This is an optimization exercise on Yosys and OpenROAD, whose aim is small area, a short achievable clock period and few clock cycles per item, not a production implementation. No run shown here included a check of the RTL's function; only the layout flow was run.

==> flow/design.v, too long to show whole: its modules and the start of the top module <==
// module mult32x32_arith: 1803 lines
// module mult32x32_fa: 7 lines
// module mult32x32_ha: 7 lines
// module mult32x32_fsm: 8 lines
// module mult32x32: 20 lines
module mult32x32 (
    input logic clk,             
    input logic reset,           
    input logic start,           
    input logic [31:0] a,        
    input logic [31:0] b,        
    output logic busy,           
    output logic [63:0] product  
);
  // ...
==> flow/flow/run.sh <==
#!/bin/bash
# Standard ORFS layout, with a plain buffer on each port and a tighter
# setup target for repair_timing.
set -euo pipefail
export BUFFER_PORTS_ARGS="-buffer_cell sky130_fd_sc_hd__buf_2"
export SETUP_SLACK_MARGIN=5
bash standard.sh > standard.log 2>&1
==> flow/standard.sh <==
#!/bin/bash
# synth_recipe.tcl (not shown) runs the flow's synth.tcl, then flattens the netlist and writes it again
# the make line also repeats each setting of config.mk as NAME=value (left out here)
make -C /OpenROAD-flow-scripts/flow DESIGN_CONFIG=/design/flow/config.mk WORK_HOME=/design/flow/orfs CLKGATE_MAP_FILE= SYNTH_SCRIPT=/design/flow/synth_recipe.tcl "${@:-finish}"
==> flow/config.mk <==
export PLATFORM = sky130hd
export DESIGN_NAME = mult32x32
export DESIGN_NICKNAME = mult32x32
export VERILOG_FILES = /design/flow/design.v
export SDC_FILE = /design/flow/constraint.sdc
export NUM_CORES = 4
export LEC_CHECK = 0
export CAP_MARGIN = 20
export CORE_MARGIN = 2
export CORE_UTILIZATION = 40
export SLEW_MARGIN = 20
export SYNTH_HIERARCHICAL = 1
export SYNTH_MINIMUM_KEEP_SIZE = 0
==> flow/constraint.sdc <==
create_clock -name core_clock -period 12.0 [get_ports {clk}]
set_input_delay 2.4000 -clock core_clock [delete_from_list [all_inputs] [get_ports {clk}]]
set_output_delay 2.4000 -clock core_clock [all_outputs]
set_load 0.01 [all_outputs]
==> run_results.csv, run 1 <==
group,metric,value,unit
worst_setup_path,critPathBufInv,1,
placement,dp.cells,3752,
grt,grt_pass1_vias,24000,
logic_synthesis,ys_top_cells_by_count,"xnor2_1, o22ai_1, fa_1",
routing,routed-wl-met2,44.8,mm
outcome,status,"complete, no violations",
sta,finalSetupTns,0,ps
worst_setup_path,path_delay_family,"adder cells",
worst_setup_path,crit_path_max_incr_delay,770,ps
grt,grt_max_degree,68,
logic_synthesis,synth_flop_cell,"edfxtp_1",
worst_setup_path,cp_slowest_cell,"fa_1",
cells_and_area,fin_util,43.0,%
logic_synthesis,synth_xor_area_share,15.8,%
floorplanning,rows,100,
clocking,insertion_delay,470,ps
cells_and_area,final_area,31900,um^2
floorplanning,start_util,40.2,%
placement,dp_slack,4710,ps
placement,port_buffers,130,
clocking,post_cts_buffers,0,
flow_run,maxCapViolations,0,
sta,worstMarginPinSlew,1070,ps
==> run 2: changes to the inputs <==
--- a/flow/design.v
+++ b/flow/design.v
@@ -518,14 +518,105 @@
 logic s923, c924;
 logic s925, c926;
 logic s927, c928;
+logic s929, c930;
+logic s931, c932;
+logic s933, c934;
+logic s935, c936;
+logic s937, c938;
+logic s939, c940;
+logic s941, c942;
+logic s943, c944;
+logic s945, c946;
+logic s947, c948;
+logic s949, c950;
+logic s951, c952;
+logic s953, c954;
+logic s955, c956;
+logic s957, c958;
+logic s959, c960;
+logic s961, c962;
+logic s963, c964;
+logic s965, c966;
+logic s967, c968;
+logic s969, c970;
+logic s971, c972;
+logic s973, c974;
+logic s975, c976;
+logic s977, c978;
+logic s979, c980;
+logic s981, c982;
+logic s983, c984;
+logic s985, c986;
+logic s987, c988;
+logic s989, c990;
+logic s991, c992;
+logic s993, c994;
+logic s995, c996;
+logic s997, c998;
+logic s999, c1000;
+logic s1001, c1002;
+logic s1003, c1004;
+logic s1005, c1006;
+logic s1007, c1008;
+logic s1009, c1010;
+logic s1011, c1012;
+logic s1013, c1014;
+logic s1015, c1016;
+logic s1017, c1018;
+logic s1019, c1020;
+logic s1021, c1022;
+logic s1023, c1024;
+logic s1025, c1026;
+logic s1027, c1028;
+logic s1029, c1030;
+logic s1031, c1032;
+logic s1033, c1034;
+logic s1035, c1036;
+logic s1037, c1038;
+logic s1039, c1040;
+logic s1041, c1042;
+logic s1043, c1044;
+logic s1045, c1046;
+logic s1047, c1048;
+logic s1049, c1050;
+logic s1051, c1052;
 logic [63:0] sum_d, carry_d;
 logic [63:0] sum_q, carry_q;
-logic [63:0] third_d, third_q;
 logic valid;
-assign one0 = b[0] ^ 1'b0;
-assign two0 = (b[1] & ~b[0] & ~1'b0) | (~b[1] & b[0] & 1'b0);
-assign neg0 = b[1] & ~(b[0] & 1'b0);
-assign x0 = {1'b0, a} ^ {33{neg0}};
+mult32x32_benc e0 (.b2(b[1]), .b1(b[0]), .b0(1'b0), .one(one0), .two(two0), .neg(neg0));
+assign x0[0] = a[0] ^ neg0;
+assign x0[1] = a[1] ^ neg0;
+assign x0[2] = a[2] ^ neg0;
+assign x0[3] = a[3] ^ neg0;
+assign x0[4] = a[4] ^ neg0;
+assign x0[5] = a[5] ^ neg0;
+assign x0[6] = a[6] ^ neg0;
+assign x0[7] = a[7] ^ neg0;
+assign x0[8] = a[8] ^ neg0;
+assign x0[9] = a[9] ^ neg0;
+assign x0[10] = a[10] ^ neg0;
+assign x0[11] = a[11] ^ neg0;
+assign x0[12] = a[12] ^ neg0;
+assign x0[13] = a[13] ^ neg0;
+assign x0[14] = a[14] ^ neg0;
+assign x0[15] = a[15] ^ neg0;
+assign x0[16] = a[16] ^ neg0;
+assign x0[17] = a[17] ^ neg0;
+assign x0[18] = a[18] ^ neg0;
+assign x0[19] = a[19] ^ neg0;
+assign x0[20] = a[20] ^ neg0;
+assign x0[21] = a[21] ^ neg0;
+assign x0[22] = a[22] ^ neg0;
+assign x0[23] = a[23] ^ neg0;
+assign x0[24] = a[24] ^ neg0;
+assign x0[25] = a[25] ^ neg0;
+assign x0[26] = a[26] ^ neg0;
+assign x0[27] = a[27] ^ neg0;
+assign x0[28] = a[28] ^ neg0;
+assign x0[29] = a[29] ^ neg0;
+assign x0[30] = a[30] ^ neg0;
+assign x0[31] = a[31] ^ neg0;
+assign x0[32] = 1'b0 ^ neg0;
 assign pp0[0] = (one0 & x0[0]) | (two0 & neg0);
 assign pp0[1] = (one0 & x0[1]) | (two0 & x0[0]);
 assign pp0[2] = (one0 & x0[2]) | (two0 & x0[1]);
@@ -559,10 +650,40 @@
 assign pp0[30] = (one0 & x0[30]) | (two0 & x0[29]);
 assign pp0[31] = (one0 & x0[31]) | (two0 & x0[30]);
 assign pp0[32] = (one0 & x0[32]) | (two0 & x0[31]);
-assign one1 = b[2] ^ b[1];
-assign two1 = (b[3] & ~b[2] & ~b[1]) | (~b[3] & b[2] & b[1]);
-assign neg1 = b[3] & ~(b[2] & b[1]);
-assign x1 = {1'b0, a} ^ {33{neg1}};
+mult32x32_benc e1 (.b2(b[3]), .b1(b[2]), .b0(b[1]), .one(one1), .two(two1), .neg(neg1));
+assign x1[0] = a[0] ^ neg1;
+assign x1[1] = a[1] ^ neg1;
+assign x1[2] = a[2] ^ neg1;
+assign x1[3] = a[3] ^ neg1;
+assign x1[4] = a[4] ^ neg1;
+assign x1[5] = a[5] ^ neg1;
+assign x1[6] = a[6] ^ neg1;
+assign x1[7] = a[7] ^ neg1;
+assign x1[8] = a[8] ^ neg1;
+assign x1[9] = a[9] ^ neg1;
+assign x1[10] = a[10] ^ neg1;
+assign x1[11] = a[11] ^ neg1;
+assign x1[12] = a[12] ^ neg1;
+assign x1[13] = a[13] ^ neg1;
+assign x1[14] = a[14] ^ neg1;
+assign x1[15] = a[15] ^ neg1;
+assign x1[16] = a[16] ^ neg1;
+assign x1[17] = a[17] ^ neg1;
+assign x1[18] = a[18] ^ neg1;
+assign x1[19] = a[19] ^ neg1;
+assign x1[20] = a[20] ^ neg1;
+assign x1[21] = a[21] ^ neg1;
+assign x1[22] = a[22] ^ neg1;
+assign x1[23] = a[23] ^ neg1;
+assign x1[24] = a[24] ^ neg1;
+assign x1[25] = a[25] ^ neg1;
+assign x1[26] = a[26] ^ neg1;
+assign x1[27] = a[27] ^ neg1;
+assign x1[28] = a[28] ^ neg1;
+assign x1[29] = a[29] ^ neg1;
+assign x1[30] = a[30] ^ neg1;
+assign x1[31] = a[31] ^ neg1;
+assign x1[32] = 1'b0 ^ neg1;
 assign pp1[0] = (one1 & x1[0]) | (two1 & neg1);
 assign pp1[1] = (one1 & x1[1]) | (two1 & x1[0]);
 assign pp1[2] = (one1 & x1[2]) | (two1 & x1[1]);
@@ -596,10 +717,40 @@
 assign pp1[30] = (one1 & x1[30]) | (two1 & x1[29]);
 assign pp1[31] = (one1 & x1[31]) | (two1 & x1[30]);
 assign pp1[32] = (one1 & x1[32]) | (two1 & x1[31]);
-assign one2 = b[4] ^ b[3];
-assign two2 = (b[5] & ~b[4] & ~b[3]) | (~b[5] & b[4] & b[3]);
-assign neg2 = b[5] & ~(b[4] & b[3]);
-assign x2 = {1'b0, a} ^ {33{neg2}};
+mult32x32_benc e2 (.b2(b[5]), .b1(b[4]), .b0(b[3]), .one(one2), .two(two2), .neg(neg2));
+assign x2[0] = a[0] ^ neg2;
+assign x2[1] = a[1] ^ neg2;
+assign x2[2] = a[2] ^ neg2;
+assign x2[3] = a[3] ^ neg2;
+assign x2[4] = a[4] ^ neg2;
+assign x2[5] = a[5] ^ neg2;
+assign x2[6] = a[6] ^ neg2;
+assign x2[7] = a[7] ^ neg2;
+assign x2[8] = a[8] ^ neg2;
+assign x2[9] = a[9] ^ neg2;
+assign x2[10] = a[10] ^ neg2;
+assign x2[11] = a[11] ^ neg2;
+assign x2[12] = a[12] ^ neg2;
+assign x2[13] = a[13] ^ neg2;
+assign x2[14] = a[14] ^ neg2;
+assign x2[15] = a[15] ^ neg2;
+assign x2[16] = a[16] ^ neg2;
+assign x2[17] = a[17] ^ neg2;
+assign x2[18] = a[18] ^ neg2;
+assign x2[19] = a[19] ^ neg2;
+assign x2[20] = a[20] ^ neg2;
+assign x2[21] = a[21] ^ neg2;
+assign x2[22] = a[22] ^ neg2;
+assign x2[23] = a[23] ^ neg2;
+assign x2[24] = a[24] ^ neg2;
+assign x2[25] = a[25] ^ neg2;
+assign x2[26] = a[26] ^ neg2;
+assign x2[27] = a[27] ^ neg2;
+assign x2[28] = a[28] ^ neg2;
+assign x2[29] = a[29] ^ neg2;
+assign x2[30] = a[30] ^ neg2;
+assign x2[31] = a[31] ^ neg2;
+assign x2[32] = 1'b0 ^ neg2;
 assign pp2[0] = (one2 & x2[0]) | (two2 & neg2);
 assign pp2[1] = (one2 & x2[1]) | (two2 & x2[0]);
 assign pp2[2] = (one2 & x2[2]) | (two2 & x2[1]);
@@ -633,10 +784,40 @@
 assign pp2[30] = (one2 & x2[30]) | (two2 & x2[29]);
 assign pp2[31] = (one2 & x2[31]) | (two2 & x2[30]);
 assign pp2[32] = (one2 & x2[32]) | (two2 & x2[31]);
-assign one3 = b[6] ^ b[5];
-assign two3 = (b[7] & ~b[6] & ~b[5]) | (~b[7] & b[6] & b[5]);
-assign neg3 = b[7] & ~(b[6] & b[5]);
-assign x3 = {1'b0, a} ^ {33{neg3}};
+mult32x32_benc e3 (.b2(b[7]), .b1(b[6]), .b0(b[5]), .one(one3), .two(two3), .neg(neg3));
+assign x3[0] = a[0] ^ neg3;
+assign x3[1] = a[1] ^ neg3;
+assign x3[2] = a[2] ^ neg3;
+assign x3[3] = a[3] ^ neg3;
+assign x3[4] = a[4] ^ neg3;
+assign x3[5] = a[5] ^ neg3;
+assign x3[6] = a[6] ^ neg3;
+assign x3[7] = a[7] ^ neg3;
+assign x3[8] = a[8] ^ neg3;
+assign x3[9] = a[9] ^ neg3;
+assign x3[10] = a[10] ^ neg3;
+assign x3[11] = a[11] ^ neg3;
+assign x3[12] = a[12] ^ neg3;
+assign x3[13] = a[13] ^ neg3;
+assign x3[14] = a[14] ^ neg3;
+assign x3[15] = a[15] ^ neg3;
+assign x3[16] = a[16] ^ neg3;
+assign x3[17] = a[17] ^ neg3;
+assign x3[18] = a[18] ^ neg3;
+assign x3[19] = a[19] ^ neg3;
+assign x3[20] = a[20] ^ neg3;
+assign x3[21] = a[21] ^ neg3;
+assign x3[22] = a[22] ^ neg3;
+assign x3[23] = a[23] ^ neg3;
+assign x3[24] = a[24] ^ neg3;
+assign x3[25] = a[25] ^ neg3;
+assign x3[26] = a[26] ^ neg3;
+assign x3[27] = a[27] ^ neg3;
+assign x3[28] = a[28] ^ neg3;
+assign x3[29] = a[29] ^ neg3;
+assign x3[30] = a[30] ^ neg3;
+assign x3[31] = a[31] ^ neg3;
+assign x3[32] = 1'b0 ^ neg3;
 assign pp3[0] = (one3 & x3[0]) | (two3 & neg3);
 assign pp3[1] = (one3 & x3[1]) | (two3 & x3[0]);
 assign pp3[2] = (one3 & x3[2]) | (two3 & x3[1]);
@@ -670,10 +851,40 @@
 assign pp3[30] = (one3 & x3[30]) | (two3 & x3[29]);
 assign pp3[31] = (one3 & x3[31]) | (two3 & x3[30]);
 assign pp3[32] = (one3 & x3[32]) | (two3 & x3[31]);
-assign one4 = b[8] ^ b[7];
-assign two4 = (b[9] & ~b[8] & ~b[7]) | (~b[9] & b[8] & b[7]);
-assign neg4 = b[9] & ~(b[8] & b[7]);
-assign x4 = {1'b0, a} ^ {33{neg4}};
+mult32x32_benc e4 (.b2(b[9]), .b1(b[8]), .b0(b[7]), .one(one4), .two(two4), .neg(neg4));
+assign x4[0] = a[0] ^ neg4;
+assign x4[1] = a[1] ^ neg4;
+assign x4[2] = a[2] ^ neg4;
+assign x4[3] = a[3] ^ neg4;
+assign x4[4] = a[4] ^ neg4;
+assign x4[5] = a[5] ^ neg4;
+assign x4[6] = a[6] ^ neg4;
+assign x4[7] = a[7] ^ neg4;
+assign x4[8] = a[8] ^ neg4;
+assign x4[9] = a[9] ^ neg4;
+assign x4[10] = a[10] ^ neg4;
+assign x4[11] = a[11] ^ neg4;
+assign x4[12] = a[12] ^ neg4;
+assign x4[13] = a[13] ^ neg4;
+assign x4[14] = a[14] ^ neg4;
+assign x4[15] = a[15] ^ neg4;
+assign x4[16] = a[16] ^ neg4;
+assign x4[17] = a[17] ^ neg4;
+assign x4[18] = a[18] ^ neg4;
+assign x4[19] = a[19] ^ neg4;
+assign x4[20] = a[20] ^ neg4;
+assign x4[21] = a[21] ^ neg4;
+assign x4[22] = a[22] ^ neg4;
+assign x4[23] = a[23] ^ neg4;
+assign x4[24] = a[24] ^ neg4;
+assign x4[25] = a[25] ^ neg4;
+assign x4[26] = a[26] ^ neg4;
+assign x4[27] = a[27] ^ neg4;
+assign x4[28] = a[28] ^ neg4;
+assign x4[29] = a[29] ^ neg4;
+assign x4[30] = a[30] ^ neg4;
+assign x4[31] = a[31] ^ neg4;
+assign x4[32] = 1'b0 ^ neg4;
 assign pp4[0] = (one4 & x4[0]) | (two4 & neg4);
 assign pp4[1] = (one4 & x4[1]) | (two4 & x4[0]);
 assign pp4[2] = (one4 & x4[2]) | (two4 & x4[1]);
@@ -707,10 +918,40 @@
 assign pp4[30] = (one4 & x4[30]) | (two4 & x4[29]);
 assign pp4[31] = (one4 & x4[31]) | (two4 & x4[30]);
 assign pp4[32] = (one4 & x4[32]) | (two4 & x4[31]);
-assign one5 = b[10] ^ b[9];
-assign two5 = (b[11] & ~b[10] & ~b[9]) | (~b[11] & b[10] & b[9]);
-assign neg5 = b[11] & ~(b[10] & b[9]);
-assign x5 = {1'b0, a} ^ {33{neg5}};
+mult32x32_benc e5 (.b2(b[11]), .b1(b[10]), .b0(b[9]), .one(one5), .two(two5), .neg(neg5));
+assign x5[0] = a[0] ^ neg5;
+assign x5[1] = a[1] ^ neg5;
+assign x5[2] = a[2] ^ neg5;
+assign x5[3] = a[3] ^ neg5;
+assign x5[4] = a[4] ^ neg5;
+assign x5[5] = a[5] ^ neg5;
+assign x5[6] = a[6] ^ neg5;
+assign x5[7] = a[7] ^ neg5;
+assign x5[8] = a[8] ^ neg5;
+assign x5[9] = a[9] ^ neg5;
+assign x5[10] = a[10] ^ neg5;
+assign x5[11] = a[11] ^ neg5;
+assign x5[12] = a[12] ^ neg5;
+assign x5[13] = a[13] ^ neg5;
+assign x5[14] = a[14] ^ neg5;
+assign x5[15] = a[15] ^ neg5;
+assign x5[16] = a[16] ^ neg5;
+assign x5[17] = a[17] ^ neg5;
+assign x5[18] = a[18] ^ neg5;
+assign x5[19] = a[19] ^ neg5;
+assign x5[20] = a[20] ^ neg5;
+assign x5[21] = a[21] ^ neg5;
+assign x5[22] = a[22] ^ neg5;
+assign x5[23] = a[23] ^ neg5;
+assign x5[24] = a[24] ^ neg5;
+assign x5[25] = a[25] ^ neg5;
+assign x5[26] = a[26] ^ neg5;
+assign x5[27] = a[27] ^ neg5;
+assign x5[28] = a[28] ^ neg5;
+assign x5[29] = a[29] ^ neg5;
+assign x5[30] = a[30] ^ neg5;
+assign x5[31] = a[31] ^ neg5;
+assign x5[32] = 1'b0 ^ neg5;
 assign pp5[0] = (one5 & x5[0]) | (two5 & neg5);
 assign pp5[1] = (one5 & x5[1]) | (two5 & x5[0]);
 assign pp5[2] = (one5 & x5[2]) | (two5 & x5[1]);
@@ -744,10 +985,40 @@
 assign pp5[30] = (one5 & x5[30]) | (two5 & x5[29]);
 assign pp5[31] = (one5 & x5[31]) | (two5 & x5[30]);
 assign pp5[32] = (one5 & x5[32]) | (two5 & x5[31]);
-assign one6 = b[12] ^ b[11];
-assign two6 = (b[13] & ~b[12] & ~b[11]) | (~b[13] & b[12] & b[11]);
-assign neg6 = b[13] & ~(b[12] & b[11]);
-assign x6 = {1'b0, a} ^ {33{neg6}};
+mult32x32_benc e6 (.b2(b[13]), .b1(b[12]), .b0(b[11]), .one(one6), .two(two6), .neg(neg6));
+assign x6[0] = a[0] ^ neg6;
+assign x6[1] = a[1] ^ neg6;
+assign x6[2] = a[2] ^ neg6;
+assign x6[3] = a[3] ^ neg6;
+assign x6[4] = a[4] ^ neg6;
+assign x6[5] = a[5] ^ neg6;
+assign x6[6] = a[6] ^ neg6;
+assign x6[7] = a[7] ^ neg6;
+assign x6[8] = a[8] ^ neg6;
+assign x6[9] = a[9] ^ neg6;
+assign x6[10] = a[10] ^ neg6;
+assign x6[11] = a[11] ^ neg6;
+assign x6[12] = a[12] ^ neg6;
+assign x6[13] = a[13] ^ neg6;
+assign x6[14] = a[14] ^ neg6;
+assign x6[15] = a[15] ^ neg6;
+assign x6[16] = a[16] ^ neg6;
+assign x6[17] = a[17] ^ neg6;
+assign x6[18] = a[18] ^ neg6;
+assign x6[19] = a[19] ^ neg6;
+assign x6[20] = a[20] ^ neg6;
+assign x6[21] = a[21] ^ neg6;
+assign x6[22] = a[22] ^ neg6;
+assign x6[23] = a[23] ^ neg6;
+assign x6[24] = a[24] ^ neg6;
+assign x6[25] = a[25] ^ neg6;
+assign x6[26] = a[26] ^ neg6;
+assign x6[27] = a[27] ^ neg6;
+assign x6[28] = a[28] ^ neg6;
+assign x6[29] = a[29] ^ neg6;
+assign x6[30] = a[30] ^ neg6;
+assign x6[31] = a[31] ^ neg6;
+assign x6[32] = 1'b0 ^ neg6;
 assign pp6[0] = (one6 & x6[0]) | (two6 & neg6);
 assign pp6[1] = (one6 & x6[1]) | (two6 & x6[0]);
 assign pp6[2] = (one6 & x6[2]) | (two6 & x6[1]);
@@ -781,10 +1052,40 @@
 assign pp6[30] = (one6 & x6[30]) | (two6 & x6[29]);
 assign pp6[31] = (one6 & x6[31]) | (two6 & x6[30]);
 assign pp6[32] = (one6 & x6[32]) | (two6 & x6[31]);
-assign one7 = b[14] ^ b[13];
-assign two7 = (b[15] & ~b[14] & ~b[13]) | (~b[15] & b[14] & b[13]);
-assign neg7 = b[15] & ~(b[14] & b[13]);
-assign x7 = {1'b0, a} ^ {33{neg7}};
+mult32x32_benc e7 (.b2(b[15]), .b1(b[14]), .b0(b[13]), .one(one7), .two(two7), .neg(neg7));
+assign x7[0] = a[0] ^ neg7;
+assign x7[1] = a[1] ^ neg7;
+assign x7[2] = a[2] ^ neg7;
+assign x7[3] = a[3] ^ neg7;
+assign x7[4] = a[4] ^ neg7;
+assign x7[5] = a[5] ^ neg7;
+assign x7[6] = a[6] ^ neg7;
+assign x7[7] = a[7] ^ neg7;
+assign x7[8] = a[8] ^ neg7;
+assign x7[9] = a[9] ^ neg7;
+assign x7[10] = a[10] ^ neg7;
+assign x7[11] = a[11] ^ neg7;
+assign x7[12] = a[12] ^ neg7;
+assign x7[13] = a[13] ^ neg7;
+assign x7[14] = a[14] ^ neg7;
+assign x7[15] = a[15] ^ neg7;
+assign x7[16] = a[16] ^ neg7;
+assign x7[17] = a[17] ^ neg7;
+assign x7[18] = a[18] ^ neg7;
+assign x7[19] = a[19] ^ neg7;
+assign x7[20] = a[20] ^ neg7;
+assign x7[21] = a[21] ^ neg7;
+assign x7[22] = a[22] ^ neg7;
+assign x7[23] = a[23] ^ neg7;
+assign x7[24] = a[24] ^ neg7;
+assign x7[25] = a[25] ^ neg7;
+assign x7[26] = a[26] ^ neg7;
+assign x7[27] = a[27] ^ neg7;
+assign x7[28] = a[28] ^ neg7;
+assign x7[29] = a[29] ^ neg7;
+assign x7[30] = a[30] ^ neg7;
+assign x7[31] = a[31] ^ neg7;
+assign x7[32] = 1'b0 ^ neg7;
 assign pp7[0] = (one7 & x7[0]) | (two7 & neg7);
 assign pp7[1] = (one7 & x7[1]) | (two7 & x7[0]);
 assign pp7[2] = (one7 & x7[2]) | (two7 & x7[1]);
@@ -818,10 +1119,40 @@
 assign pp7[30] = (one7 & x7[30]) | (two7 & x7[29]);
 assign pp7[31] = (one7 & x7[31]) | (two7 & x7[30]);
 assign pp7[32] = (one7 & x7[32]) | (two7 & x7[31]);
-assign one8 = b[16] ^ b[15];
-assign two8 = (b[17] & ~b[16] & ~b[15]) | (~b[17] & b[16] & b[15]);
-assign neg8 = b[17] & ~(b[16] & b[15]);
-assign x8 = {1'b0, a} ^ {33{neg8}};
+mult32x32_benc e8 (.b2(b[17]), .b1(b[16]), .b0(b[15]), .one(one8), .two(two8), .neg(neg8));
+assign x8[0] = a[0] ^ neg8;
+assign x8[1] = a[1] ^ neg8;
+assign x8[2] = a[2] ^ neg8;
+assign x8[3] = a[3] ^ neg8;
+assign x8[4] = a[4] ^ neg8;
+assign x8[5] = a[5] ^ neg8;
+assign x8[6] = a[6] ^ neg8;
+assign x8[7] = a[7] ^ neg8;
+assign x8[8] = a[8] ^ neg8;
+assign x8[9] = a[9] ^ neg8;
+assign x8[10] = a[10] ^ neg8;
+assign x8[11] = a[11] ^ neg8;
+assign x8[12] = a[12] ^ neg8;
+assign x8[13] = a[13] ^ neg8;
+assign x8[14] = a[14] ^ neg8;
+assign x8[15] = a[15] ^ neg8;
+assign x8[16] = a[16] ^ neg8;
+assign x8[17] = a[17] ^ neg8;
+assign x8[18] = a[18] ^ neg8;
+assign x8[19] = a[19] ^ neg8;
+assign x8[20] = a[20] ^ neg8;
+assign x8[21] = a[21] ^ neg8;
+assign x8[22] = a[22] ^ neg8;
+assign x8[23] = a[23] ^ neg8;
+assign x8[24] = a[24] ^ neg8;
+assign x8[25] = a[25] ^ neg8;
+assign x8[26] = a[26] ^ neg8;
+assign x8[27] = a[27] ^ neg8;
+assign x8[28] = a[28] ^ neg8;
+assign x8[29] = a[29] ^ neg8;
+assign x8[30] = a[30] ^ neg8;
+assign x8[31] = a[31] ^ neg8;
+assign x8[32] = 1'b0 ^ neg8;
 assign pp8[0] = (one8 & x8[0]) | (two8 & neg8);
 assign pp8[1] = (one8 & x8[1]) | (two8 & x8[0]);
 assign pp8[2] = (one8 & x8[2]) | (two8 & x8[1]);
@@ -855,10 +1186,40 @@
 assign pp8[30] = (one8 & x8[30]) | (two8 & x8[29]);
 assign pp8[31] = (one8 & x8[31]) | (two8 & x8[30]);
 assign pp8[32] = (one8 & x8[32]) | (two8 & x8[31]);
-assign one9 = b[18] ^ b[17];
-assign two9 = (b[19] & ~b[18] & ~b[17]) | (~b[19] & b[18] & b[17]);
-assign neg9 = b[19] & ~(b[18] & b[17]);
-assign x9 = {1'b0, a} ^ {33{neg9}};
+mult32x32_benc e9 (.b2(b[19]), .b1(b[18]), .b0(b[17]), .one(one9), .two(two9), .neg(neg9));
+assign x9[0] = a[0] ^ neg9;
+assign x9[1] = a[1] ^ neg9;
+assign x9[2] = a[2] ^ neg9;
+assign x9[3] = a[3] ^ neg9;
+assign x9[4] = a[4] ^ neg9;
+assign x9[5] = a[5] ^ neg9;
+assign x9[6] = a[6] ^ neg9;
+assign x9[7] = a[7] ^ neg9;
+assign x9[8] = a[8] ^ neg9;
+assign x9[9] = a[9] ^ neg9;
+assign x9[10] = a[10] ^ neg9;
+assign x9[11] = a[11] ^ neg9;
+assign x9[12] = a[12] ^ neg9;
+assign x9[13] = a[13] ^ neg9;
+assign x9[14] = a[14] ^ neg9;
+assign x9[15] = a[15] ^ neg9;
+assign x9[16] = a[16] ^ neg9;
+assign x9[17] = a[17] ^ neg9;
+assign x9[18] = a[18] ^ neg9;
+assign x9[19] = a[19] ^ neg9;
+assign x9[20] = a[20] ^ neg9;
+assign x9[21] = a[21] ^ neg9;
+assign x9[22] = a[22] ^ neg9;
+assign x9[23] = a[23] ^ neg9;
+assign x9[24] = a[24] ^ neg9;
+assign x9[25] = a[25] ^ neg9;
+assign x9[26] = a[26] ^ neg9;
+assign x9[27] = a[27] ^ neg9;
+assign x9[28] = a[28] ^ neg9;
+assign x9[29] = a[29] ^ neg9;
+assign x9[30] = a[30] ^ neg9;
+assign x9[31] = a[31] ^ neg9;
+assign x9[32] = 1'b0 ^ neg9;
 assign pp9[0] = (one9 & x9[0]) | (two9 & neg9);
 assign pp9[1] = (one9 & x9[1]) | (two9 & x9[0]);
 assign pp9[2] = (one9 & x9[2]) | (two9 & x9[1]);
@@ -892,10 +1253,40 @@
 assign pp9[30] = (one9 & x9[30]) | (two9 & x9[29]);
 assign pp9[31] = (one9 & x9[31]) | (two9 & x9[30]);
 assign pp9[32] = (one9 & x9[32]) | (two9 & x9[31]);
-assign one10 = b[20] ^ b[19];
-assign two10 = (b[21] & ~b[20] & ~b[19]) | (~b[21] & b[20] & b[19]);
-assign neg10 = b[21] & ~(b[20] & b[19]);
-assign x10 = {1'b0, a} ^ {33{neg10}};
+mult32x32_benc e10 (.b2(b[21]), .b1(b[20]), .b0(b[19]), .one(one10), .two(two10), .neg(neg10));
+assign x10[0] = a[0] ^ neg10;
+assign x10[1] = a[1] ^ neg10;
+assign x10[2] = a[2] ^ neg10;
+assign x10[3] = a[3] ^ neg10;
+assign x10[4] = a[4] ^ neg10;
+assign x10[5] = a[5] ^ neg10;
+assign x10[6] = a[6] ^ neg10;
+assign x10[7] = a[7] ^ neg10;
+assign x10[8] = a[8] ^ neg10;
+assign x10[9] = a[9] ^ neg10;
+assign x10[10] = a[10] ^ neg10;
+assign x10[11] = a[11] ^ neg10;
+assign x10[12] = a[12] ^ neg10;
+assign x10[13] = a[13] ^ neg10;
+assign x10[14] = a[14] ^ neg10;
+assign x10[15] = a[15] ^ neg10;
+assign x10[16] = a[16] ^ neg10;
+assign x10[17] = a[17] ^ neg10;
+assign x10[18] = a[18] ^ neg10;
+assign x10[19] = a[19] ^ neg10;
+assign x10[20] = a[20] ^ neg10;
+assign x10[21] = a[21] ^ neg10;
+assign x10[22] = a[22] ^ neg10;
+assign x10[23] = a[23] ^ neg10;
+assign x10[24] = a[24] ^ neg10;
+assign x10[25] = a[25] ^ neg10;
+assign x10[26] = a[26] ^ neg10;
+assign x10[27] = a[27] ^ neg10;
+assign x10[28] = a[28] ^ neg10;
+assign x10[29] = a[29] ^ neg10;
+assign x10[30] = a[30] ^ neg10;
+assign x10[31] = a[31] ^ neg10;
+assign x10[32] = 1'b0 ^ neg10;
 assign pp10[0] = (one10 & x10[0]) | (two10 & neg10);
 assign pp10[1] = (one10 & x10[1]) | (two10 & x10[0]);
 assign pp10[2] = (one10 & x10[2]) | (two10 & x10[1]);
@@ -929,10 +1320,40 @@
 assign pp10[30] = (one10 & x10[30]) | (two10 & x10[29]);
 assign pp10[31] = (one10 & x10[31]) | (two10 & x10[30]);
 assign pp10[32] = (one10 & x10[32]) | (two10 & x10[31]);
-assign one11 = b[22] ^ b[21];
-assign two11 = (b[23] & ~b[22] & ~b[21]) | (~b[23] & b[22] & b[21]);
-assign neg11 = b[23] & ~(b[22] & b[21]);
-assign x11 = {1'b0, a} ^ {33{neg11}};
+mult32x32_benc e11 (.b2(b[23]), .b1(b[22]), .b0(b[21]), .one(one11), .two(two11), .neg(neg11));
+assign x11[0] = a[0] ^ neg11;
+assign x11[1] = a[1] ^ neg11;
+assign x11[2] = a[2] ^ neg11;
+assign x11[3] = a[3] ^ neg11;
+assign x11[4] = a[4] ^ neg11;
+assign x11[5] = a[5] ^ neg11;
+assign x11[6] = a[6] ^ neg11;
+assign x11[7] = a[7] ^ neg11;
+assign x11[8] = a[8] ^ neg11;
+assign x11[9] = a[9] ^ neg11;
+assign x11[10] = a[10] ^ neg11;
+assign x11[11] = a[11] ^ neg11;
+assign x11[12] = a[12] ^ neg11;
+assign x11[13] = a[13] ^ neg11;
+assign x11[14] = a[14] ^ neg11;
+assign x11[15] = a[15] ^ neg11;
+assign x11[16] = a[16] ^ neg11;
+assign x11[17] = a[17] ^ neg11;
+assign x11[18] = a[18] ^ neg11;
+assign x11[19] = a[19] ^ neg11;
+assign x11[20] = a[20] ^ neg11;
+assign x11[21] = a[21] ^ neg11;
+assign x11[22] = a[22] ^ neg11;
+assign x11[23] = a[23] ^ neg11;
+assign x11[24] = a[24] ^ neg11;
+assign x11[25] = a[25] ^ neg11;
+assign x11[26] = a[26] ^ neg11;
+assign x11[27] = a[27] ^ neg11;
+assign x11[28] = a[28] ^ neg11;
+assign x11[29] = a[29] ^ neg11;
+assign x11[30] = a[30] ^ neg11;
+assign x11[31] = a[31] ^ neg11;
+assign x11[32] = 1'b0 ^ neg11;
 assign pp11[0] = (one11 & x11[0]) | (two11 & neg11);
 assign pp11[1] = (one11 & x11[1]) | (two11 & x11[0]);
 assign pp11[2] = (one11 & x11[2]) | (two11 & x11[1]);
@@ -966,10 +1387,40 @@
 assign pp11[30] = (one11 & x11[30]) | (two11 & x11[29]);
 assign pp11[31] = (one11 & x11[31]) | (two11 & x11[30]);
 assign pp11[32] = (one11 & x11[32]) | (two11 & x11[31]);
-assign one12 = b[24] ^ b[23];
-assign two12 = (b[25] & ~b[24] & ~b[23]) | (~b[25] & b[24] & b[23]);
-assign neg12 = b[25] & ~(b[24] & b[23]);
-assign x12 = {1'b0, a} ^ {33{neg12}};
+mult32x32_benc e12 (.b2(b[25]), .b1(b[24]), .b0(b[23]), .one(one12), .two(two12), .neg(neg12));
+assign x12[0] = a[0] ^ neg12;
+assign x12[1] = a[1] ^ neg12;
+assign x12[2] = a[2] ^ neg12;
+assign x12[3] = a[3] ^ neg12;
+assign x12[4] = a[4] ^ neg12;
+assign x12[5] = a[5] ^ neg12;
+assign x12[6] = a[6] ^ neg12;
+assign x12[7] = a[7] ^ neg12;
+assign x12[8] = a[8] ^ neg12;
+assign x12[9] = a[9] ^ neg12;
+assign x12[10] = a[10] ^ neg12;
+assign x12[11] = a[11] ^ neg12;
+assign x12[12] = a[12] ^ neg12;
+assign x12[13] = a[13] ^ neg12;
+assign x12[14] = a[14] ^ neg12;
+assign x12[15] = a[15] ^ neg12;
+assign x12[16] = a[16] ^ neg12;
+assign x12[17] = a[17] ^ neg12;
+assign x12[18] = a[18] ^ neg12;
+assign x12[19] = a[19] ^ neg12;
+assign x12[20] = a[20] ^ neg12;
+assign x12[21] = a[21] ^ neg12;
+assign x12[22] = a[22] ^ neg12;
+assign x12[23] = a[23] ^ neg12;
+assign x12[24] = a[24] ^ neg12;
+assign x12[25] = a[25] ^ neg12;
+assign x12[26] = a[26] ^ neg12;
+assign x12[27] = a[27] ^ neg12;
+assign x12[28] = a[28] ^ neg12;
+assign x12[29] = a[29] ^ neg12;
+assign x12[30] = a[30] ^ neg12;
+assign x12[31] = a[31] ^ neg12;
+assign x12[32] = 1'b0 ^ neg12;
 assign pp12[0] = (one12 & x12[0]) | (two12 & neg12);
 assign pp12[1] = (one12 & x12[1]) | (two12 & x12[0]);
 assign pp12[2] = (one12 & x12[2]) | (two12 & x12[1]);
@@ -1003,10 +1454,40 @@
 assign pp12[30] = (one12 & x12[30]) | (two12 & x12[29]);
 assign pp12[31] = (one12 & x12[31]) | (two12 & x12[30]);
 assign pp12[32] = (one12 & x12[32]) | (two12 & x12[31]);
-assign one13 = b[26] ^ b[25];
-assign two13 = (b[27] & ~b[26] & ~b[25]) | (~b[27] & b[26] & b[25]);
-assign neg13 = b[27] & ~(b[26] & b[25]);
-assign x13 = {1'b0, a} ^ {33{neg13}};
+mult32x32_benc e13 (.b2(b[27]), .b1(b[26]), .b0(b[25]), .one(one13), .two(two13), .neg(neg13));
+assign x13[0] = a[0] ^ neg13;
+assign x13[1] = a[1] ^ neg13;
+assign x13[2] = a[2] ^ neg13;
+assign x13[3] = a[3] ^ neg13;
+assign x13[4] = a[4] ^ neg13;
+assign x13[5] = a[5] ^ neg13;
+assign x13[6] = a[6] ^ neg13;
+assign x13[7] = a[7] ^ neg13;
+assign x13[8] = a[8] ^ neg13;
+assign x13[9] = a[9] ^ neg13;
+assign x13[10] = a[10] ^ neg13;
+assign x13[11] = a[11] ^ neg13;
+assign x13[12] = a[12] ^ neg13;
+assign x13[13] = a[13] ^ neg13;
+assign x13[14] = a[14] ^ neg13;
+assign x13[15] = a[15] ^ neg13;
+assign x13[16] = a[16] ^ neg13;
+assign x13[17] = a[17] ^ neg13;
+assign x13[18] = a[18] ^ neg13;
+assign x13[19] = a[19] ^ neg13;
+assign x13[20] = a[20] ^ neg13;
+assign x13[21] = a[21] ^ neg13;
+assign x13[22] = a[22] ^ neg13;
+assign x13[23] = a[23] ^ neg13;
+assign x13[24] = a[24] ^ neg13;
+assign x13[25] = a[25] ^ neg13;
+assign x13[26] = a[26] ^ neg13;
+assign x13[27] = a[27] ^ neg13;
+assign x13[28] = a[28] ^ neg13;
+assign x13[29] = a[29] ^ neg13;
+assign x13[30] = a[30] ^ neg13;
+assign x13[31] = a[31] ^ neg13;
+assign x13[32] = 1'b0 ^ neg13;
 assign pp13[0] = (one13 & x13[0]) | (two13 & neg13);
 assign pp13[1] = (one13 & x13[1]) | (two13 & x13[0]);
 assign pp13[2] = (one13 & x13[2]) | (two13 & x13[1]);
@@ -1040,10 +1521,40 @@
 assign pp13[30] = (one13 & x13[30]) | (two13 & x13[29]);
 assign pp13[31] = (one13 & x13[31]) | (two13 & x13[30]);
 assign pp13[32] = (one13 & x13[32]) | (two13 & x13[31]);
-assign one14 = b[28] ^ b[27];
-assign two14 = (b[29] & ~b[28] & ~b[27]) | (~b[29] & b[28] & b[27]);
-assign neg14 = b[29] & ~(b[28] & b[27]);
-assign x14 = {1'b0, a} ^ {33{neg14}};
+mult32x32_benc e14 (.b2(b[29]), .b1(b[28]), .b0(b[27]), .one(one14), .two(two14), .neg(neg14));
+assign x14[0] = a[0] ^ neg14;
+assign x14[1] = a[1] ^ neg14;
+assign x14[2] = a[2] ^ neg14;
+assign x14[3] = a[3] ^ neg14;
+assign x14[4] = a[4] ^ neg14;
+assign x14[5] = a[5] ^ neg14;
+assign x14[6] = a[6] ^ neg14;
+assign x14[7] = a[7] ^ neg14;
+assign x14[8] = a[8] ^ neg14;
+assign x14[9] = a[9] ^ neg14;
+assign x14[10] = a[10] ^ neg14;
+assign x14[11] = a[11] ^ neg14;
+assign x14[12] = a[12] ^ neg14;
+assign x14[13] = a[13] ^ neg14;
+assign x14[14] = a[14] ^ neg14;
+assign x14[15] = a[15] ^ neg14;
+assign x14[16] = a[16] ^ neg14;
+assign x14[17] = a[17] ^ neg14;
+assign x14[18] = a[18] ^ neg14;
+assign x14[19] = a[19] ^ neg14;
+assign x14[20] = a[20] ^ neg14;
+assign x14[21] = a[21] ^ neg14;
+assign x14[22] = a[22] ^ neg14;
+assign x14[23] = a[23] ^ neg14;
+assign x14[24] = a[24] ^ neg14;
+assign x14[25] = a[25] ^ neg14;
+assign x14[26] = a[26] ^ neg14;
+assign x14[27] = a[27] ^ neg14;
+assign x14[28] = a[28] ^ neg14;
+assign x14[29] = a[29] ^ neg14;
+assign x14[30] = a[30] ^ neg14;
+assign x14[31] = a[31] ^ neg14;
+assign x14[32] = 1'b0 ^ neg14;
 assign pp14[0] = (one14 & x14[0]) | (two14 & neg14);
 assign pp14[1] = (one14 & x14[1]) | (two14 & x14[0]);
 assign pp14[2] = (one14 & x14[2]) | (two14 & x14[1]);
@@ -1077,10 +1588,40 @@
 assign pp14[30] = (one14 & x14[30]) | (two14 & x14[29]);
 assign pp14[31] = (one14 & x14[31]) | (two14 & x14[30]);
 assign pp14[32] = (one14 & x14[32]) | (two14 & x14[31]);
-assign one15 = b[30] ^ b[29];
-assign two15 = (b[31] & ~b[30] & ~b[29]) | (~b[31] & b[30] & b[29]);
-assign neg15 = b[31] & ~(b[30] & b[29]);
-assign x15 = {1'b0, a} ^ {33{neg15}};
+mult32x32_benc e15 (.b2(b[31]), .b1(b[30]), .b0(b[29]), .one(one15), .two(two15), .neg(neg15));
+assign x15[0] = a[0] ^ neg15;
+assign x15[1] = a[1] ^ neg15;
+assign x15[2] = a[2] ^ neg15;
+assign x15[3] = a[3] ^ neg15;
+assign x15[4] = a[4] ^ neg15;
+assign x15[5] = a[5] ^ neg15;
+assign x15[6] = a[6] ^ neg15;
+assign x15[7] = a[7] ^ neg15;
+assign x15[8] = a[8] ^ neg15;
+assign x15[9] = a[9] ^ neg15;
+assign x15[10] = a[10] ^ neg15;
+assign x15[11] = a[11] ^ neg15;
+assign x15[12] = a[12] ^ neg15;
+assign x15[13] = a[13] ^ neg15;
+assign x15[14] = a[14] ^ neg15;
+assign x15[15] = a[15] ^ neg15;
+assign x15[16] = a[16] ^ neg15;
+assign x15[17] = a[17] ^ neg15;
+assign x15[18] = a[18] ^ neg15;
+assign x15[19] = a[19] ^ neg15;
+assign x15[20] = a[20] ^ neg15;
+assign x15[21] = a[21] ^ neg15;
+assign x15[22] = a[22] ^ neg15;
+assign x15[23] = a[23] ^ neg15;
+assign x15[24] = a[24] ^ neg15;
+assign x15[25] = a[25] ^ neg15;
+assign x15[26] = a[26] ^ neg15;
+assign x15[27] = a[27] ^ neg15;
+assign x15[28] = a[28] ^ neg15;
+assign x15[29] = a[29] ^ neg15;
+assign x15[30] = a[30] ^ neg15;
+assign x15[31] = a[31] ^ neg15;
+assign x15[32] = 1'b0 ^ neg15;
 assign pp15[0] = (one15 & x15[0]) | (two15 & neg15);
 assign pp15[1] = (one15 & x15[1]) | (two15 & x15[0]);
 assign pp15[2] = (one15 & x15[2]) | (two15 & x15[1]);
@@ -1594,203 +2135,200 @@
 mult32x32_fa s925_i (.x(~neg14), .y(c810), .z((a[29] & b[31])), .s(s925), .c(c926));
 assign s927 = ~(a[30] & b[31]);
 assign c928 = (a[30] & b[31]);
+mult32x32_ha s929_i (.x(neg1), .y(pp0[2]), .s(s929), .c(c930));
+mult32x32_ha s931_i (.x(pp0[3]), .y(pp1[1]), .s(s931), .c(c932));
+mult32x32_fa s933_i (.x(pp1[2]), .y(pp2[0]), .z(s811), .s(s933), .c(c934));
+mult32x32_fa s935_i (.x(pp2[1]), .y(c812), .z(s813), .s(s935), .c(c936));
+mult32x32_fa s937_i (.x(c814), .y(s599), .z(s815), .s(s937), .c(c938));
+mult32x32_fa s939_i (.x(s601), .y(c816), .z(s817), .s(s939), .c(c940));
+mult32x32_fa s941_i (.x(s603), .y(c818), .z(s819), .s(s941), .c(c942));
+mult32x32_fa s943_i (.x(s607), .y(c820), .z(s821), .s(s943), .c(c944));
+mult32x32_fa s945_i (.x(s613), .y(c822), .z(s823), .s(s945), .c(c946));
+mult32x32_fa s947_i (.x(s617), .y(c824), .z(s825), .s(s947), .c(c948));
+mult32x32_fa s949_i (.x(s621), .y(c826), .z(s827), .s(s949), .c(c950));
+mult32x32_fa s951_i (.x(s625), .y(c828), .z(s829), .s(s951), .c(c952));
+mult32x32_fa s953_i (.x(s629), .y(c830), .z(s831), .s(s953), .c(c954));
+mult32x32_fa s955_i (.x(s633), .y(c832), .z(s833), .s(s955), .c(c956));
+mult32x32_fa s957_i (.x(s637), .y(c834), .z(s835), .s(s957), .c(c958));
+mult32x32_fa s959_i (.x(s641), .y(c836), .z(s837), .s(s959), .c(c960));
+mult32x32_fa s961_i (.x(s645), .y(c838), .z(s839), .s(s961), .c(c962));
+mult32x32_fa s963_i (.x(s649), .y(c840), .z(s841), .s(s963), .c(c964));
+mult32x32_fa s965_i (.x(s653), .y(c842), .z(s843), .s(s965), .c(c966));
+mult32x32_fa s967_i (.x(s657), .y(c844), .z(s845), .s(s967), .c(c968));
+mult32x32_fa s969_i (.x(s661), .y(c846), .z(s847), .s(s969), .c(c970));
+mult32x32_fa s971_i (.x(s665), .y(c848), .z(s849), .s(s971), .c(c972));
+mult32x32_fa s973_i (.x(s669), .y(c850), .z(s851), .s(s973), .c(c974));
+mult32x32_fa s975_i (.x(s673), .y(c852), .z(s853), .s(s975), .c(c976));
+mult32x32_fa s977_i (.x(s677), .y(c854), .z(s855), .s(s977), .c(c978));
+mult32x32_fa s979_i (.x(s681), .y(c856), .z(s857), .s(s979), .c(c980));
+mult32x32_fa s981_i (.x(s685), .y(c858), .z(s859), .s(s981), .c(c982));
+mult32x32_fa s983_i (.x(s689), .y(c860), .z(s861), .s(s983), .c(c984));
+mult32x32_fa s985_i (.x(s693), .y(c862), .z(s863), .s(s985), .c(c986));
+mult32x32_fa s987_i (.x(s697), .y(c864), .z(s865), .s(s987), .c(c988));
+mult32x32_fa s989_i (.x(s701), .y(c866), .z(s867), .s(s989), .c(c990));
+mult32x32_fa s991_i (.x(s705), .y(c868), .z(s869), .s(s991), .c(c992));
+mult32x32_fa s993_i (.x(s709), .y(c870), .z(s871), .s(s993), .c(c994));
+mult32x32_fa s995_i (.x(s713), .y(c872), .z(s873), .s(s995), .c(c996));
+mult32x32_fa s997_i (.x(s717), .y(c874), .z(s875), .s(s997), .c(c998));
+mult32x32_fa s999_i (.x(s721), .y(c876), .z(s877), .s(s999), .c(c1000));
+mult32x32_fa s1001_i (.x(s725), .y(c878), .z(s879), .s(s1001), .c(c1002));
+mult32x32_fa s1003_i (.x(s729), .y(c880), .z(s881), .s(s1003), .c(c1004));
+mult32x32_fa s1005_i (.x(s733), .y(c882), .z(s883), .s(s1005), .c(c1006));
+mult32x32_fa s1007_i (.x(s737), .y(c884), .z(s885), .s(s1007), .c(c1008));
+mult32x32_fa s1009_i (.x(s741), .y(c886), .z(s887), .s(s1009), .c(c1010));
+mult32x32_fa s1011_i (.x(c742), .y(s889), .z(c888), .s(s1011), .c(c1012));
+mult32x32_fa s1013_i (.x(c746), .y(s891), .z(c890), .s(s1013), .c(c1014));
+mult32x32_fa s1015_i (.x(s753), .y(c892), .z(s893), .s(s1015), .c(c1016));
+mult32x32_fa s1017_i (.x(s757), .y(c894), .z(s895), .s(s1017), .c(c1018));
+mult32x32_fa s1019_i (.x(s761), .y(c896), .z(s897), .s(s1019), .c(c1020));
+mult32x32_fa s1021_i (.x(s765), .y(c898), .z(s899), .s(s1021), .c(c1022));
+mult32x32_fa s1023_i (.x(s769), .y(c900), .z(s901), .s(s1023), .c(c1024));
+mult32x32_fa s1025_i (.x(s773), .y(c902), .z(s903), .s(s1025), .c(c1026));
+mult32x32_fa s1027_i (.x(s777), .y(c904), .z(s905), .s(s1027), .c(c1028));
+mult32x32_fa s1029_i (.x(c778), .y(s907), .z(c906), .s(s1029), .c(c1030));
+mult32x32_fa s1031_i (.x(s785), .y(c908), .z(s909), .s(s1031), .c(c1032));
+mult32x32_fa s1033_i (.x(s789), .y(c910), .z(s911), .s(s1033), .c(c1034));
+mult32x32_fa s1035_i (.x(s793), .y(c912), .z(s913), .s(s1035), .c(c1036));
+mult32x32_fa s1037_i (.x(s797), .y(c914), .z(s915), .s(s1037), .c(c1038));
+mult32x32_fa s1039_i (.x(c798), .y(s917), .z(c916), .s(s1039), .c(c1040));
+mult32x32_fa s1041_i (.x(c802), .y(s919), .z(c918), .s(s1041), .c(c1042));
+mult32x32_fa s1043_i (.x(s807), .y(c920), .z(s921), .s(s1043), .c(c1044));
+mult32x32_fa s1045_i (.x(c808), .y(s923), .z(c922), .s(s1045), .c(c1046));
+mult32x32_fa s1047_i (.x(s925), .y(pp15[31]), .z(c924), .s(s1047), .c(c1048));
+mult32x32_fa s1049_i (.x(s927), .y(c926), .z(pp15[32]), .s(s1049), .c(c1050));
+mult32x32_fa s1051_i (.x(~neg15), .y(c928), .z((a[31] & b[31])), .s(s1051), .c(c1052));
 assign sum_d[0] = neg0;
 assign carry_d[0] = pp0[0];
-assign third_d[0] = 1'b0;
 assign sum_d[1] = pp0[1];
 assign carry_d[1] = 1'b0;
-assign third_d[1] = 1'b0;
-assign sum_d[2] = neg1;
-assign carry_d[2] = pp0[2];
-assign third_d[2] = pp1[0];
-assign sum_d[3] = pp0[3];
-assign carry_d[3] = pp1[1];
-assign third_d[3] = 1'b0;
-assign sum_d[4] = pp1[2];
-assign carry_d[4] = pp2[0];
-assign third_d[4] = s811;
-assign sum_d[5] = pp2[1];
-assign carry_d[5] = c812;
-assign third_d[5] = s813;
-assign sum_d[6] = c814;
-assign carry_d[6] = s599;
-assign third_d[6] = s815;
-assign sum_d[7] = s601;
-assign carry_d[7] = c816;
-assign third_d[7] = s817;
-assign sum_d[8] = s603;
-assign carry_d[8] = c818;
-assign third_d[8] = s819;
-assign sum_d[9] = s607;
-assign carry_d[9] = c820;
-assign third_d[9] = s821;
-assign sum_d[10] = s613;
-assign carry_d[10] = c822;
-assign third_d[10] = s823;
-assign sum_d[11] = s617;
-assign carry_d[11] = c824;
-assign third_d[11] = s825;
-assign sum_d[12] = s621;
-assign carry_d[12] = c826;
-assign third_d[12] = s827;
-assign sum_d[13] = s625;
-assign carry_d[13] = c828;
-assign third_d[13] = s829;
-assign sum_d[14] = s629;
-assign carry_d[14] = c830;
-assign third_d[14] = s831;
-assign sum_d[15] = s633;
-assign carry_d[15] = c832;
-assign third_d[15] = s833;
-assign sum_d[16] = s637;
-assign carry_d[16] = c834;
-assign third_d[16] = s835;
-assign sum_d[17] = s641;
-assign carry_d[17] = c836;
-assign third_d[17] = s837;
-assign sum_d[18] = s645;
-assign carry_d[18] = c838;
-assign third_d[18] = s839;
-assign sum_d[19] = s649;
-assign carry_d[19] = c840;
-assign third_d[19] = s841;
-assign sum_d[20] = s653;
-assign carry_d[20] = c842;
-assign third_d[20] = s843;
-assign sum_d[21] = s657;
-assign carry_d[21] = c844;
-assign third_d[21] = s845;
-assign sum_d[22] = s661;
-assign carry_d[22] = c846;
-assign third_d[22] = s847;
-assign sum_d[23] = s665;
-assign carry_d[23] = c848;
-assign third_d[23] = s849;
-assign sum_d[24] = s669;
-assign carry_d[24] = c850;
-assign third_d[24] = s851;
-assign sum_d[25] = s673;
-assign carry_d[25] = c852;
-assign third_d[25] = s853;
-assign sum_d[26] = s677;
-assign carry_d[26] = c854;
-assign third_d[26] = s855;
-assign sum_d[27] = s681;
-assign carry_d[27] = c856;
-assign third_d[27] = s857;
-assign sum_d[28] = s685;
-assign carry_d[28] = c858;
-assign third_d[28] = s859;
-assign sum_d[29] = s689;
-assign carry_d[29] = c860;
-assign third_d[29] = s861;
-assign sum_d[30] = s693;
-assign carry_d[30] = c862;
-assign third_d[30] = s863;
-assign sum_d[31] = s697;
-assign carry_d[31] = c864;
-assign third_d[31] = s865;
-assign sum_d[32] = s701;
-assign carry_d[32] = c866;
-assign third_d[32] = s867;
-assign sum_d[33] = s705;
-assign carry_d[33] = c868;
-assign third_d[33] = s869;
-assign sum_d[34] = s709;
-assign carry_d[34] = c870;
-assign third_d[34] = s871;
-assign sum_d[35] = s713;
-assign carry_d[35] = c872;
-assign third_d[35] = s873;
-assign sum_d[36] = s717;
-assign carry_d[36] = c874;
-assign third_d[36] = s875;
-assign sum_d[37] = s721;
-assign carry_d[37] = c876;
-assign third_d[37] = s877;
-assign sum_d[38] = s725;
-assign carry_d[38] = c878;
-assign third_d[38] = s879;
-assign sum_d[39] = s729;
-assign carry_d[39] = c880;
-assign third_d[39] = s881;
-assign sum_d[40] = s733;
-assign carry_d[40] = c882;
-assign third_d[40] = s883;
-assign sum_d[41] = s737;
-assign carry_d[41] = c884;
-assign third_d[41] = s885;
-assign sum_d[42] = s741;
-assign carry_d[42] = c886;
-assign third_d[42] = s887;
-assign sum_d[43] = c742;
-assign carry_d[43] = s889;
-assign third_d[43] = c888;
-assign sum_d[44] = c746;
-assign carry_d[44] = s891;
-assign third_d[44] = c890;
-assign sum_d[45] = s753;
-assign carry_d[45] = c892;
-assign third_d[45] = s893;
-assign sum_d[46] = s757;
-assign carry_d[46] = c894;
-assign third_d[46] = s895;
-assign sum_d[47] = s761;
-assign carry_d[47] = c896;
-assign third_d[47] = s897;
-assign sum_d[48] = s765;
-assign carry_d[48] = c898;
-assign third_d[48] = s899;
-assign sum_d[49] = s769;
-assign carry_d[49] = c900;
-assign third_d[49] = s901;
-assign sum_d[50] = s773;
-assign carry_d[50] = c902;
-assign third_d[50] = s903;
-assign sum_d[51] = s777;
-assign carry_d[51] = c904;
-assign third_d[51] = s905;
-assign sum_d[52] = c778;
-assign carry_d[52] = s907;
-assign third_d[52] = c906;
-assign sum_d[53] = s785;
-assign carry_d[53] = c908;
-assign third_d[53] = s909;
-assign sum_d[54] = s789;
-assign carry_d[54] = c910;
-assign third_d[54] = s911;
-assign sum_d[55] = s793;
-assign carry_d[55] = c912;
-assign third_d[55] = s913;
-assign sum_d[56] = s797;
-assign carry_d[56] = c914;
-assign third_d[56] = s915;
-assign sum_d[57] = c798;
-assign carry_d[57] = s917;
-assign third_d[57] = c916;
-assign sum_d[58] = c802;
-assign carry_d[58] = s919;
-assign third_d[58] = c918;
-assign sum_d[59] = s807;
-assign carry_d[59] = c920;
-assign third_d[59] = s921;
-assign sum_d[60] = c808;
-assign carry_d[60] = s923;
-assign third_d[60] = c922;
-assign sum_d[61] = s925;
-assign carry_d[61] = pp15[31];
-assign third_d[61] = c924;
-assign sum_d[62] = s927;
-assign carry_d[62] = c926;
-assign third_d[62] = pp15[32];
-assign sum_d[63] = ~neg15;
-assign carry_d[63] = c928;
-assign third_d[63] = (a[31] & b[31]);
+assign sum_d[2] = s929;
+assign carry_d[2] = pp1[0];
+assign sum_d[3] = c930;
+assign carry_d[3] = s931;
+assign sum_d[4] = c932;
+assign carry_d[4] = s933;
+assign sum_d[5] = c934;
+assign carry_d[5] = s935;
+assign sum_d[6] = c936;
+assign carry_d[6] = s937;
+assign sum_d[7] = c938;
+assign carry_d[7] = s939;
+assign sum_d[8] = c940;
+assign carry_d[8] = s941;
+assign sum_d[9] = c942;
+assign carry_d[9] = s943;
+assign sum_d[10] = c944;
+assign carry_d[10] = s945;
+assign sum_d[11] = c946;
+assign carry_d[11] = s947;
+assign sum_d[12] = c948;
+assign carry_d[12] = s949;
+assign sum_d[13] = c950;
+assign carry_d[13] = s951;
+assign sum_d[14] = c952;
+assign carry_d[14] = s953;
+assign sum_d[15] = c954;
+assign carry_d[15] = s955;
+assign sum_d[16] = c956;
+assign carry_d[16] = s957;
+assign sum_d[17] = c958;
+assign carry_d[17] = s959;
+assign sum_d[18] = c960;
+assign carry_d[18] = s961;
+assign sum_d[19] = c962;
+assign carry_d[19] = s963;
+assign sum_d[20] = c964;
+assign carry_d[20] = s965;
+assign sum_d[21] = c966;
+assign carry_d[21] = s967;
+assign sum_d[22] = c968;
+assign carry_d[22] = s969;
+assign sum_d[23] = c970;
+assign carry_d[23] = s971;
+assign sum_d[24] = c972;
+assign carry_d[24] = s973;
+assign sum_d[25] = c974;
+assign carry_d[25] = s975;
+assign sum_d[26] = c976;
+assign carry_d[26] = s977;
+assign sum_d[27] = c978;
+assign carry_d[27] = s979;
+assign sum_d[28] = c980;
+assign carry_d[28] = s981;
+assign sum_d[29] = c982;
+assign carry_d[29] = s983;
+assign sum_d[30] = c984;
+assign carry_d[30] = s985;
+assign sum_d[31] = c986;
+assign carry_d[31] = s987;
+assign sum_d[32] = c988;
+assign carry_d[32] = s989;
+assign sum_d[33] = c990;
+assign carry_d[33] = s991;
+assign sum_d[34] = c992;
+assign carry_d[34] = s993;
+assign sum_d[35] = c994;
+assign carry_d[35] = s995;
+assign sum_d[36] = c996;
+assign carry_d[36] = s997;
+assign sum_d[37] = c998;
+assign carry_d[37] = s999;
+assign sum_d[38] = c1000;
+assign carry_d[38] = s1001;
+assign sum_d[39] = c1002;
+assign carry_d[39] = s1003;
+assign sum_d[40] = c1004;
+assign carry_d[40] = s1005;
+assign sum_d[41] = c1006;
+assign carry_d[41] = s1007;
+assign sum_d[42] = c1008;
+assign carry_d[42] = s1009;
+assign sum_d[43] = c1010;
+assign carry_d[43] = s1011;
+assign sum_d[44] = c1012;
+assign carry_d[44] = s1013;
+assign sum_d[45] = c1014;
+assign carry_d[45] = s1015;
+assign sum_d[46] = c1016;
+assign carry_d[46] = s1017;
+assign sum_d[47] = c1018;
+assign carry_d[47] = s1019;
+assign sum_d[48] = c1020;
+assign carry_d[48] = s1021;
+assign sum_d[49] = c1022;
+assign carry_d[49] = s1023;
+assign sum_d[50] = c1024;
+assign carry_d[50] = s1025;
+assign sum_d[51] = c1026;
+assign carry_d[51] = s1027;
+assign sum_d[52] = c1028;
+assign carry_d[52] = s1029;
+assign sum_d[53] = c1030;
+assign carry_d[53] = s1031;
+assign sum_d[54] = c1032;
+assign carry_d[54] = s1033;
+assign sum_d[55] = c1034;
+assign carry_d[55] = s1035;
+assign sum_d[56] = c1036;
+assign carry_d[56] = s1037;
+assign sum_d[57] = c1038;
+assign carry_d[57] = s1039;
+assign sum_d[58] = c1040;
+assign carry_d[58] = s1041;
+assign sum_d[59] = c1042;
+assign carry_d[59] = s1043;
+assign sum_d[60] = c1044;
+assign carry_d[60] = s1045;
+assign sum_d[61] = c1046;
+assign carry_d[61] = s1047;
+assign sum_d[62] = c1048;
+assign carry_d[62] = s1049;
+assign sum_d[63] = c1050;
+assign carry_d[63] = s1051;
 always_ff @(posedge clk) begin
 	if (upd_prod == 1'b1) begin
 		sum_q <= sum_d;
 		carry_q <= carry_d;
-		third_q <= third_d;
 	end
 end
 always_ff @(posedge clk, posedge reset) begin
@@ -1799,7 +2337,15 @@
 	else if (upd_prod == 1'b1)
 		valid <= 1'b1;
 end
-assign product = valid ? (sum_q + carry_q + third_q) : 64'b0;
+assign product = valid ? (sum_q + carry_q) : 64'b0;
+endmodule
+module mult32x32_benc (
+    input logic b2, b1, b0,
+    output logic one, two, neg
+);
+assign one = b1 ^ b0;
+assign two = (b2 & ~b1 & ~b0) | (~b2 & b1 & b0);
+assign neg = b2 & ~(b1 & b0);
 endmodule
 module mult32x32_fa (
     input logic x, y, z,
==> run 2 against run 1 <==
Effect of this change: first-iteration DRC count is 97% higher; via count up 36%; setup slack got worse by 110 ps; synthesized area increased by 8.5%; routed wire length rose by 33%.
==> run_results.csv, run 2 <==
group,metric,value,unit
clocking,cts_root_buf,"clkbuf_16",
placement,dp_hpwl,89.3,mm
logic_synthesis,synthCells,3620,
placement,gp_congestion,0.953,
logic_synthesis,yosysSeqAreaShare,11.9,%
worst_setup_path,cp_slowest_cell,"fa_1",
cells_and_area,final_area,34200,um^2
grt,grt_antenna_before_repair,9,
logic_synthesis,ys_seq_elements,128,
worst_setup_path,required,12140,ps
sta,post-route-min-period,6950,ps
cells_and_area,synthToLayoutAreaGrowth,5.73,%
grt,grt_pass1_wl,205,mm
logic_synthesis,async_flop_share,0.781,%
cells_and_area,layout_commonest_cell,"a21oi_1",
worst_setup_path,critPathBufInv,3,
logic_synthesis,ys_top_cells_by_count,"a21oi_1, clkbuf_1, a221oi_1",
worst_setup_path,crit_top_cell,"fa_1",
sta,slew_viol_final,0,
sta,post-route-period-util,57.9,%
outcome,status,"complete, no violations",
clocking,clkSinkCount,128,
sta,slew_headroom,34.0,%
routing,antenna_violating_nets_post_route,0,
logic_synthesis,synth_top_area_share,29.0,%
clocking,insertion_delay,420,ps
hold_path,hp-class,"flop to flop",
grt,grt_pass1_vias,30400,
logic_synthesis,ys_warn_count,7,
placement,placed_area,33300,um^2
clocking,cts.hold.buffers_added,0,
clocking,clk_pin_slew,60,ps
routing,drt-wirelength-per-cell,31.7,um
logic_synthesis,synth-edff-count,127,
cells_and_area,largest_reg_flops,64,
logic_synthesis,yosysMostFrequentCell,"a21oi_1",
worst_setup_path,endpoint_kind,"flop",
sta,rsz0062_at_grt,"yes",
sta,fmax,0.144,GHz
floorplanning,fp.dieArea,83200,um^2
worst_setup_path,critPathKind,"primary input to flop",
floorplanning,coreArea,80300,um^2
cells_and_area,largest_register,"arith.sum_q",
worst_setup_path,worstPathCellList,"buf_2 > ha_2 > nor2b_4 > buf_4 > inv_1 > o21ai_0 > fa_1 > fa_1 > fa_1 > fa_1 > fa_1",
routing,drt_iter0_drc,5219,
grt,grtUsageTotal,32.6,%
routing,drtPass1Iterations,7,
routing,vias,32400,
logic_synthesis,synthDominantAreaCellType,"fa_1",
flow_run,maxCapViolations,0,
sta,fin_skew,0,ps
floorplanning,rows,104,
cells_and_area,layout-drive-gt1-share,12.0,%
worst_setup_path,crit_path_max_incr_delay,610,ps
clocking,cts_buffers,17,
logic_synthesis,syn-mean-instance-area,8.94,um^2
clocking,clockBufferDepth,2,
grt,grt_max_degree,74,
cells_and_area,final_cell_mix,"a21oi_1, a221oi_1, a22oi_1, fa_1, edfxtp_1",
sta,finalSetupTns,0,ps
floorplanning,boundaryPins,132,
worst_setup_path,critPathMaxFanout,38,
routing,wl,139,mm
sta,worstMarginPinSlew,987,ps
logic_synthesis,synth_flop_cell,"edfxtp_1",
routing,viasPerCell,7.37,
cells_and_area,top_regs,"arith.sum_q x64, arith.carry_q x63, arith.valid x1",
logic_synthesis,ys_types,71,
sta,holdWs,883,ps
floorplanning,die_w,288,um
worst_setup_path,worstSetupStartpointType,"primary input",
cells_and_area,final_nets,3987,
worst_setup_path,critical_path_arrival,7090,ps
cells_and_area,nFillCells,7677,
clocking,cts_tree,"built",
cells_and_area,fin_util,42.6,%
grt,grt-ovfl-total,0,
floorplanning,start_util,40.3,%
logic_synthesis,synth_area_leaders,"fa_1, a221oi_1, edfxtp_1, a22oi_1, a21oi_1",
logic_synthesis,syn_area,32400,um^2
sta,finalHoldViolations,0,
worst_setup_path,path_delay_family,"adder cells",
clocking,h-tree-depth,4,
floorplanning,die_y,288,um
sta,setup_viol_count_final,0,
placement,port_buffers,130,
routing,drc,0,
[run 2: area by class of cell]
class,count,area [um^2],area share (%)
Clock buffer,17,425,1.24
Inverter,91,357,1.04
Multi-Input combinational cell,2815,26300,76.9
Sequential cell,128,3840,11.2
Clock inverter,15,198,0.578
Timing Repair Buffer,267,1750,5.12
Tap cell,1060,1330,3.87
Antenna cell,4,10.0,0.0292
[run 2: repair_timing]
item / in CTS / in global routing
setup buffers: 1 / 17
gates cloned: 4 / 3
pin swaps: 1 / 1
gates resized for setup: 2 / 24
endpoints found under the setup margin: 15 / 41
[run 2: kinds of logic (layout without fill, tap and decap cells)]
logic type | Yosys count | after routing | share of synthesized area [%]
AOI/OAI and AO/OA | 1788 | 1790 | 38.9
buffers and inverters | 686 | 390 | 8.04
adders and majority gates | 600 | 600 | 34.1
and+or+nand+nor | 355 | 360 | 5.35
DFF | 128 | 128 | 11.9
xor gates and xnor gates | 44 | 44 | 1.19
muxes | 17 | 17 | 0.564
other | 2 | 8 | 0.0232
[run 2: tightest hold or removal path, stage by stage (launching register included)]
cell     delay (ps)
dfrtp_1         320
buf_4           350
or2_2           180
[run 2: Yosys stat by module, one instance, submodules excluded, excerpt]
module,flops+latches,copies in the design,cells inside,cell area [um^2]
mult32x32_arith,128,1,3027,21800
mult32x32_benc,0,16,5,41.3
mult32x32_fa,0,469,1,20.0
mult32x32_fsm,0,1,3,18.8
mult32x32_ha,0,41,1,12.5
[run 2: layer usage]
metal | GRT usage (%) | share of wire, % | up-vias
li1 | - | - | 13400
met1 | 43.0 | 37 | 15900
met2 | 47.6 | 42 | 2654
met3 | 13.4 | 16 | 452
met4 | 12.7 | 4.6 | 4
met5 | 0 | 0.039 | -
[run 2: worst paths after layout]
path                            slack, ps  cells after the start         from                end
worst min-delay path                  880                      2  arith.valid        arith.valid
worst max-delay path                 5050                     11        b[25]  arith.carry_q[27]
min in group asynchronous            1800                      2        reset        arith.valid
worst min register to register        880                      2  arith.valid        arith.valid
worst max register to register      10950                      2  arith.valid        arith.valid
max in group asynchronous           10110                      2        reset        arith.valid
[run 2: stage by stage]
step           setup WS [ps]  cells
6_report                5050   4397
5_1_grt                 4950   4396
4_1_cts                 5010   4373
3_5_place_dp            4350   4336
3_3_place_gp            4410   4336
2_1_floorplan           5350   3622

==> port drivers added, routing unchanged <==
Ports are ideal in the flow. The routed layouts listed here were re-timed in OpenROAD.
Step 1: set_driving_cell puts a clkbuf_16 on clk and a buf_2 on each other input, an assumption about the parent block.
Step 2 moves the port delays by t, midway between the first and last clock arrival at a register: inputs arrive t later, outputs are due t later. That takes back most of the time a late clock gives input paths.
Slacks: ideal / step 1 / step 2; pairs: ideal / step 1.
run	t, ns	slack for setup (ns)	worst hold slack (ns)	worst data-port slew with drivers (ns)
run 1	0.527	5.158 / 5.097 / 4.702	1.162 / 1.162 / 1.162	0.05
run 2	0.470	5.046 / 5.069 / 4.599	0.883 / 0.883 / 0.883	0.13
After both steps every run listed still meets setup and hold. For run 1, which loses most, drivers alone change the setup slack by -0.061 ns; drivers and shift together by -0.456 ns.
